Background: an optimization exercise with open tools, aiming at small area. Do not read the settings as production practice.
Only simulation tests tie the RTL to the original design; equivalence was not proved.
No activity file was given, so power comes from the tool's default toggle rates.

File: run.sh
#!/bin/bash
# synth_recipe.tcl (not shown) runs the flow's synth.tcl, then flattens the netlist and writes it again
# the make line also repeats each setting of config.mk as NAME=value (left out here)
make -C /OpenROAD-flow-scripts/flow DESIGN_CONFIG=/design/flow/config.mk WORK_HOME=/design/flow/orfs CLKGATE_MAP_FILE= SYNTH_SCRIPT=/design/flow/synth_recipe.tcl finish
File: config.mk
export PLATFORM = sky130hd
export DESIGN_NAME = top
export DESIGN_NICKNAME = top
export VERILOG_FILES = /design/flow/design.v
export SDC_FILE = /design/flow/constraint.sdc
export NUM_CORES = 4
export LEC_CHECK = 0
export CAP_MARGIN = 20
export CORE_MARGIN = 2
export CORE_UTILIZATION = 40
export SLEW_MARGIN = 20
File: constraint.sdc
create_clock -name core_clock -period 10.0 [get_ports {clk}]
set_input_delay 2.0000 -clock core_clock [delete_from_list [all_inputs] [get_ports {clk}]]
set_output_delay 2.0000 -clock core_clock [all_outputs]
set_load 0.01 [all_outputs]
File: design.v
`timescale 1ns / 1ps
`timescale 1ns / 1ps
module vga(
	input de,
	input [7:0]color,
	output [2:0]vgaRed,
	output [2:0]vgaGreen,
	output [1:0]vgaBlue
);
	assign vgaRed = de ? color[2:0] : 3'd0;
	assign vgaGreen = de ? color[5:3] : 3'd0;
	assign vgaBlue = de ? color[7:6] : 2'd0;
endmodule
`timescale 1ns / 1ps
module mouse #(parameter IDLE_W = 8) (
	input clk,
	input rst,
	input PS2C_act,
	input PS2D,
	output reg [9:0]x,
	output reg [7:0]y,
	output reg btnl
);
	localparam WAIT = 3'd5;
	reg PS2C;
	always@(posedge clk) PS2C <= PS2C_act;
	reg oldps2c;
	always@(posedge clk) oldps2c <= PS2C;
	reg [IDLE_W-1:0]idlec;
	always@(posedge clk or posedge rst) begin
		if(rst) idlec <= 1;
		else if(~PS2C) idlec <= 1;
		else if(idlec != 0) idlec <= idlec + 1;
	end
	wire idle = (idlec == 0);
	reg [2:0]state;
	reg [3:0]step;
	reg [15:0]mv;    
	wire fall = oldps2c & ~PS2C;
	wire inbyte = (state != 0) && (state != WAIT);
	always@(posedge clk)
		if(fall && (state == 2 || state == 3) && ~step[3]) mv <= {PS2D, mv[15:1]};
	always@(posedge clk)
		if(fall && (state == 0 ? ~PS2D : inbyte))
			step <= (state == 0 || step == 10) ? 4'd0 : step + 4'd1;
	wire [10:0]sx = {1'b0, x} + {{3{mv[7]}}, mv[7:0]};
	wire [10:0]sy = {3'b000, y} - {{3{mv[15]}}, mv[15:8]};
	always@(posedge clk or posedge rst) begin
		if(rst) begin
			btnl <= 0;
			x <= 349;
			y <= 114;
			state <= WAIT;
		end
		else if(idle && PS2C) state <= 0;
		else if(fall) begin
			if(state == 0) begin
				if(~PS2D) state <= 1;
			end
			else if(inbyte) begin
				if(state == 1 && step == 0) btnl <= PS2D;
				if(step == 10) state <= state + 3'd1;
				if(state == 4 && step == 0) begin
					x <= sx[10] ? 10'd0 : sx > 698 ? 10'd698 : sx[9:0];
					y <= (sy[10] || sy < 50) ? 8'd50 : sy > 228 ? 8'd228 : sy[7:0];
				end
			end
		end
	end
endmodule
`timescale 1ns / 1ps
module display(
	input [1:0]c,
	input [3:0]num3,
	input [3:0]num2,
	input [3:0]num1,
	input [3:0]num0,
	output [3:0]an,
	output reg [6:0]seg
);
	wire [3:0]num;
	assign num = c[1] ? (c[0] ? num3 : num2) : (c[0] ? num1 : num0);
	assign an = ~(4'b0001 << c);
	always@(*) case(num)
		0: seg = 7'b1000000;
		1: seg = 7'b1111001;
		2: seg = 7'b0100100;
		3: seg = 7'b0110000;
		4: seg = 7'b0011001;
		5: seg = 7'b0010010;
		6: seg = 7'b0000010;
		7: seg = 7'b1111000;
		8: seg = 7'b0000000;
		9: seg = 7'b0010000;
		10:seg = 7'b0001000;
		11:seg = 7'b0000011;
		12:seg = 7'b1000110;
		13:seg = 7'b0100001;
		14:seg = 7'b0000110;
		15:seg = 7'b0001110;
	endcase
endmodule
`timescale 1ns / 1ps
module top(
	input clk,
	input rst,
	output [2:0]vgaRed,
	output [2:0]vgaGreen,
	output [1:0]vgaBlue,
	output vgaHsync,
	output vgaVsync,
	output MemOE,
	output MemWR,
	output FlashRp,
	output FlashCS,
	output [23:1]MemAdr,
	input [15:0]MemDB,
	input [7:0]sw,
	input [3:0]btn,
	output [7:0]led,
	input PS2C,
	input PS2D,
	output [3:0]an,
	output [6:0]seg
);
	parameter E1L = 38;
	parameter E1R = 55;
	parameter E1T = 145;
	parameter E1B = 205;
	parameter E2L = 230;
	parameter E2R = 259;
	parameter E2T = 168;
	parameter E2B = 233;
	parameter E3L = 362;
	parameter E3R = 383;
	parameter E3T = 162;
	parameter E3B = 237;
	parameter E4L = 466;
	parameter E4R = 488;
	parameter E4T = 99;
	parameter E4B = 146;
	localparam [12:0] TOFF = 13'd281;
	localparam [12:0] V_RST = 13'd0 - TOFF;
	reg [12:0]v;
	always@(posedge clk or posedge rst) begin
		if(rst) v <= V_RST;
		else v <= v + 13'd1;
	end
	wire vgaen = v[0];
	reg [4:0]hp5;
	wire [9:0]hc = {hp5, v[5:1]};
	wire lineend = vgaen && hp5 == 5'd20 && v[5:1] == 5'd18;    
	always@(posedge clk or posedge rst) begin
		if(rst) hp5 <= 5'd27;
		else if(lineend) hp5 <= 5'd27;
		else if(v[5:0] == 6'd63) hp5 <= hp5 + 5'd1;
	end
	reg [9:0]rv;
	always@(posedge clk or posedge rst) begin
		if(rst) rv <= 10'd993;
		else if(lineend) rv <= (rv == 10'd489) ? 10'd993 : rv + 10'd1;
	end
	wire [8:0]row = rv[8:0];
	assign vgaHsync = ~(hc >= 10'd883 && hc <= 10'd978);
	assign vgaVsync = ~(rv == 10'd993 || rv == 10'd994);
	wire de = (rv < 10'd480) && (hc >= 10'd3) && (hc <= 10'd642);
	localparam [12:0] V_T1 = 13'd1 - TOFF;
	localparam [12:0] V_T7 = 13'd7 - TOFF;
	wire tick_recoil = (v[7:0] == V_T1[7:0]);      
	wire tick_hp = (v[8:0] == V_RST[8:0]);         
	wire tick_enemy = (v == V_RST);                
	wire tick_digit = (v[2:0] == V_T7[2:0]);       
	wire tick_an0 = (v[2:0] == V_RST[2:0]);        
	wire [9:0]x;
	wire [7:0]my;
	wire btnl;
	mouse mymouse(clk, rst, PS2C, PS2D, x, my, btnl);
	reg [3:0]score3;
	reg [3:0]score2;
	reg [3:0]score1;
	reg [3:0]score0;
	reg [11:0]d;
	reg [1:0]c;
	always@(posedge clk or posedge rst) begin
		if(rst) d <= 0;
		else if(tick_digit) d <= (d == 12'd3124) ? 12'd0 : d + 12'd1;
	end
	always@(posedge clk or posedge rst) begin
		if(rst) c <= 0;
		else if(d == 0 && tick_an0) c <= c + 2'd1;
	end
	display scoredisplay(c, score3, score2, score1, score0, an, seg);
	reg [6:0]yoffset;
	wire [7:0]y;
	assign y = my - {1'b0, yoffset};
	reg [3:0]ammo;
	wire [15:0]ledsh = 16'hff << (4'd8 - ammo);
	assign led = ledsh[7:0];
	reg [6:0]hp4;
	reg [3:0]enemy;
	assign MemOE = 0;
	assign MemWR = 0;
	assign FlashRp = 1;
	assign FlashCS = 0;
	reg [20:1]adr;
	reg pic;
	assign MemAdr = {2'b00, pic, adr};
	reg [15:0]cachebg;
	wire fetch = vgaen && ~v[1];
	wire [9:0]ysum = {2'b00, y} + {1'b0, row};
	wire [9:0]alo = hc[9:1] + x[9:1];           
	wire [10:0]sum = {alo, x[0]};               
	wire picture = (hc[9:2] == 0) ? enemy[0] :
		(sum < 11'd453) ? enemy[0] :
		(sum < 11'd613) ? enemy[1] :
		(sum < 11'd733) ? enemy[2] :
		(sum < 11'd993) ? enemy[3] : enemy[0];
	always@(posedge clk or posedge rst) begin
		if(rst) begin
			adr <= 0;
			pic <= 0;
		end
		else if(fetch) begin
			adr <= {ysum, alo};
			pic <= picture;
		end
	end
	always@(posedge clk) if(fetch) cachebg <= MemDB;
	wire [7:0]background = hc[0] ? cachebg[7:0] : cachebg[15:8];
	wire hud_w = (hc == 10'd323 && rv >= 10'd237 && rv <= 10'd243) ||
		(rv == 10'd240 && hc >= 10'd320 && hc <= 10'd326);
	wire hud_b = (hc == 10'd323 && rv >= 10'd230 && rv <= 10'd250) ||
		(rv == 10'd240 && hc >= 10'd313 && hc <= 10'd333);
	wire hpbar = rv >= 10'd465 && rv < 10'd475 && hc >= 10'd9 && hc <= {hp4, 1'b0};
	wire ammobar = hc >= 10'd608 && hc < 10'd638 && rv < 10'd475 &&
		({1'b0, row} + {2'b00, ammo, 4'b0000}) >= 10'd475;
	wire [7:0]color = (hp4 == 7'd4) ? 8'd7 :
		hud_w ? 8'd255 :
		hud_b ? 8'd0 :
		hpbar ? 8'd7 :
		ammobar ? 8'b00111111 :
		background;
	vga myvga(de, color, vgaRed, vgaGreen, vgaBlue);
	reg [7:0]shoot;
	reg [12:0]reload;
	always@(posedge clk or posedge rst) begin
		if(rst) shoot <= 8'hff;
		else if(btnl) shoot <= shoot + 8'd1;
		else shoot <= 8'hff;
	end
	wire reloading = |reload;
	wire fire = ~reloading && (shoot == 0);
	always@(posedge clk or posedge rst) begin
		if(rst) begin
			ammo <= 8;
			reload <= 0;
			yoffset <= 0;
		end
		else begin
			if(&reload) ammo <= 8;
			if(reloading) reload <= reload + 13'd1;
			else if(shoot == 0) begin
				if(ammo == 1) reload <= 1;
				ammo <= ammo - 4'd1;
			end
			if(fire) yoffset <= yoffset + 7'd5;
			else if(tick_recoil && yoffset != 0) yoffset <= yoffset - 7'd1;
		end
	end
	wire [2:0]enemycount = {2'b00, enemy[0]} + {2'b00, enemy[1]} + {2'b00, enemy[2]} + {2'b00, enemy[3]};
	wire h1 = enemy[0] && x >= E1L && x < E1R && y >= E1T && y < E1B;
	wire h2 = enemy[1] && x >= E2L && x < E2R && y >= E2T && y < E2B;
	wire h3 = enemy[2] && x >= E3L && x < E3R && y >= E3T && y < E3B;
	wire h4 = enemy[3] && x >= E4L && x < E4R && y >= E4T && y < E4B;
	wire hit = h1 | h2 | h3 | h4;
	always@(posedge clk or posedge rst) begin
		if(rst) begin
			enemy <= 0;
			hp4 <= 104;
			score3 <= 0;
			score2 <= 0;
			score1 <= 0;
			score0 <= 0;
		end
		else begin
			if(fire) begin
				if(h1) enemy[0] <= 0;
				else if(h2) enemy[1] <= 0;
				else if(h3) enemy[2] <= 0;
				else if(h4) enemy[3] <= 0;
				if(hit) begin
					if(score0 == 9) begin
						if(score1 == 9) begin
							if(score2 == 9) begin
								score3 <= score3 + 1;
								score2 <= 0;
							end else score2 <= score2 + 1;
							score1 <= 0;
						end else score1 <= score1 + 1;
						score0 <= 0;
					end else score0 <= score0 + 1;
				end
			end
			else if(tick_enemy) enemy[{x[0]^hp4[0], y[0]^ammo[0]}] <= 1;
			if(tick_hp) begin
				if(hp4 < {4'b0000, enemycount} + 7'd4) hp4 <= 4;
				else if(~(sw[7])) hp4 <= hp4 - {4'b0000, enemycount};
			end
		end
	end
endmodule
==> summary.txt <==
status=complete, no violations; clk buf depth=2; drc violations=0; total chip power=1770 uW; Unique masters post-synth=101; PwrDens=124 mW/mm^2; fraction of registers with async set or reset after synthesis=80.0%; Gate power share=12.9%; Critical Path Source Type=flip-flop; Worst EP arrival=4070 ps; final period utilization=60.7%; Placeable Area=0.0314 mm^2; Setup TNS Final=0 ps; mean area per synthesized cell=9.78 um^2; Net Switching=478 uW; half-perimeter wire length after placement=20,800 um; Post-Syn Instances=1,297; clock share of power=37.6%; sw frac=26.9%; biggest area consumer among synthesized cells=dfrtp_1; final hold viol count=0; first-pass GRT wire length=47,900 um; worst hold endpoint=mymouse.mv[11]; worst skew pair latency=450 ps; Horiz. Die Dim=182 um; antenna diode count=0; CTS tree=done; Iter 0 DRT Violations=542; TritonCTS Buffers=17; largest cells by area after synthesis=dfrtp_1, ha_1, dfstp_2, edfxtp_1, xnor2_1; Total GRT Usage=17.7%; routed via count=9,517; clk sinks=190; H-Tree Depth=4; post-synthesis xor/xnor area fraction=7.52%; Max Freq=165 MHz; Synth-to-Final Area Change=12.9%; Yosys reg bits=190; EDFF count, synth=36; Finish-stage setup viols=0; Initial Util=40.4%; Yosys Warn Count=3; initial antenna violation count=0; Yosys top cell area share=21.1%; crit path cell chain=ha_1, fa_1, a21oi_1, or4_1, a2111oi_2, nor3_1, a21oi_1, clkdlybuf4s50_1; die area=0.0331 mm^2; Hold Path Cell Cnt=0; detailed-route wire length=28,000 um; row count=65; reg-to-reg critical path endpoint=adr[20]; clk slew on worst S/H paths=80 ps; sequential area share after synthesis=39.3%; largest family of logic cells by synthesized area=simple AND/OR/NAND/NOR gates; Pleak=0.00603 uW; Die Y=182 um; cells on worst reg2reg path=13; Worst Skew=15.6 ps; reg2reg setup slack=6150 ps; Adder-Cell Fraction of Synth Area=11.8%; Setup Buffers After CTS=0; Post-CTS Hold Buffers=0; # port buffers=70; highest-delay cell along the critical path=a2111oi_2; # Max-Cap Violations=0; Max VDD drop=0.144 mV; WL/cell=15.9 um; final hold slack=450 ps; DRT Pass-1 Iters=4; WS Path Type=reg2out; power share of the sequential group=49.5%; hold_sp=mymouse.mv[12]; vias in the first global route=9,537; global placement routability congestion=0.842; Worst path max stage delay=700 ps; Slew headroom=42.5%; cell internal pwr=1300 uW; Layout Nets=1,496; Root Buffer=clkbuf_16; HP Class=reg2reg; share of layout cells above drive strength 1=10.3%; synthesized area=0.0127 mm^2; Simple-Gate Fraction of Synth Area=17.6%; GRT Residual Overflow=0; RSZ-0062 raised after global routing=no; r2r startpoint=mymouse.y[1]; # resized after CTS=0; worst-margin pin slew=851 ps; num ports=88; DR vias/cell=5.39; compound-cell area share of the yosys netlist=15.3%; Req. time, crit path=8000 ps; largest net degree at the start of global routing=91; mux contribution to synthesized area=4.19%; crit end category=output pin; CP most frequent cell=a21oi_1; Most used DFF post-synth=dfrtp_1; crit path max fanout=15; Tmin final=6070 ps; Final Max Slew Viols=0; Detail Route Antenna Nets=0
[worst max-delay path: cells and delay by family, from the launching register on]
family | cells | cell delay (ps)
and+or+nand+nor | 2 | 740
adders and majority gates | 2 | 820
AOI/OAI and AO/OA | 3 | 910
DFF | 1 | 580
buffers and inverters | 1 | 570
[cell families after synthesis]
| logic type | Yosys count |
|---|---|
| xor+xnor | 105 |
| other cells | 2 |
| simple gates | 432 |
| compound gates | 274 |
| mux | 44 |
| fa+ha+maj | 116 |
| buf+inv | 134 |
| flops | 190 |
[cell type report]
| type | instances | area, um^2 |
|---|---|---|
| Clock buffer | 21 | 450 |
| Clock inverter | 11 | 108 |
| Fill cell | 3017 | 17100 |
| Inverter | 94 | 358 |
| Multi-Input combinational cell | 977 | 7210 |
| Sequential cell | 190 | 4980 |
| Tap cell | 402 | 503 |
| Timing Repair Buffer | 72 | 716 |
[power groups by stage]
stage | Combinational [uW] | Clock [uW] | Sequential, uW
6_report | 230 | 667 | 878
4_1_cts | 232 | 693 | 878
3_3_place_gp | 227 | 0 | 892
2_1_floorplan | 180 | 0 | 881
5_1_grt | 262 | 717 | 885
3_5_place_dp | 230 | 0 | 893
[synthesized netlist by cell type, drive strengths merged, types with 11 or more instances]
library cell,count
nor2b,17
xor2,39
ha,104
edfxtp,36
o21a,16
o31ai,11
and3,11
and2,11
nand3,48
clkbuf,29
nand2,86
dfrtp,107
nand2b,15
inv,94
mux2i,16
mux2,23
nand4,20
or3,14
a21o,15
buf,11
nor2,109
dfstp,45
o21ai,48
xnor2,66
nor3,34
a21oi,77
[worst max path at each step]
stage	to	slack, ps	startpoint
floorplan	adr[10]	3980	rst
global placement	vgaGreen[1]	4110	rv[4]
detailed placement	vgaRed[2]	4080	rv[4]
CTS	vgaRed[2]	3580	rv[4]
global route	vgaGreen[0]	3630	rv[4]
finish	vgaRed[2]	3930	rv[4]
[sequential cells by signal (all words and copies together) (netlist names), 2 cells and up]
| name | count |
|---|---|
| score3 | 4 |
| rv | 10 |
| cachebg | 16 |
| c | 2 |
| mymouse.y | 8 |
| mymouse.step | 4 |
| ammo | 4 |
| mymouse.state | 3 |
| reload | 13 |
| adr | 20 |
| shoot | 8 |
| score1 | 4 |
| mymouse.idlec | 8 |
| hp4 | 7 |
| score0 | 4 |
| mymouse.x | 10 |
| v | 13 |
| mymouse.mv | 16 |
| enemy | 4 |
| score2 | 4 |
| hp5 | 5 |
| yoffset | 7 |
| d | 12 |
[metrics by stage]
step | cell area, um^2 | utilization, % | std cells | setup slack, ps
after CTS | 14300 | 45.6 | 1767 | 3580
after global placement | 13700 | 43.8 | 1735 | 4110
after floorplan | 12700 | - | 1301 | 3980
after detailed placement | 13700 | 43.8 | 1735 | 4080
after global routing | 14300 | 45.6 | 1767 | 3630
final | 14300 | 45.6 | 1767 | 3930
[cell usage in the layout (no fill, tap or decap), types with 17 or more instances in the layout]
| master | n |
|---|---|
| o21ai_0 | 42 |
| nand4_1 | 20 |
| dfrtp_1 | 107 |
| nor2_1 | 109 |
| edfxtp_1 | 36 |
| nand3_1 | 48 |
| xor2_1 | 38 |
| dfstp_2 | 45 |
| xnor2_1 | 64 |
| nor2b_1 | 17 |
| clkbuf_16 | 17 |
| inv_1 | 92 |
| ha_1 | 103 |
| clkdlybuf4s50_1 | 70 |
| nor3_1 | 31 |
| a21oi_1 | 75 |
| mux2_2 | 21 |
| nand2_1 | 85 |
[routing by layer]
layer	global-route usage [%]	wire length, um	up-vias
li1	-	-	4767
met1	23.5	13400	4606
met2	30.5	13600	123
met3	2.89	759	21
met4	4.19	318	0
met5	0	0	-

[separate check: timing with driven ports]
In the flow no input, the clock included, has a driving cell. The finished layout below was timed again as built, in two steps.
Step 1, drivers: a clkbuf_16 drives clk and a buf_2 each remaining input, both assumed.
Step 2 adds t to the input delays and takes it off the output delays; t is the mean of the earliest and latest rising clock arrival at the registers after step 1. Input paths then give back, and output paths get back, about the clock's delay inside the block.
Three values: ideal ports, drivers, drivers and shift; two values: the first two.
t, ns: 0.489
setup WS [ns]: 3.933 / 3.882 / 4.371
worst setup path after step 2: register to output
worst register clock-pin slew, ns: 0.08 / 0.08
After both steps setup and hold are still met in this run. The setup slack of this run moves by -0.051 ns with the drivers and by +0.438 ns with both steps.
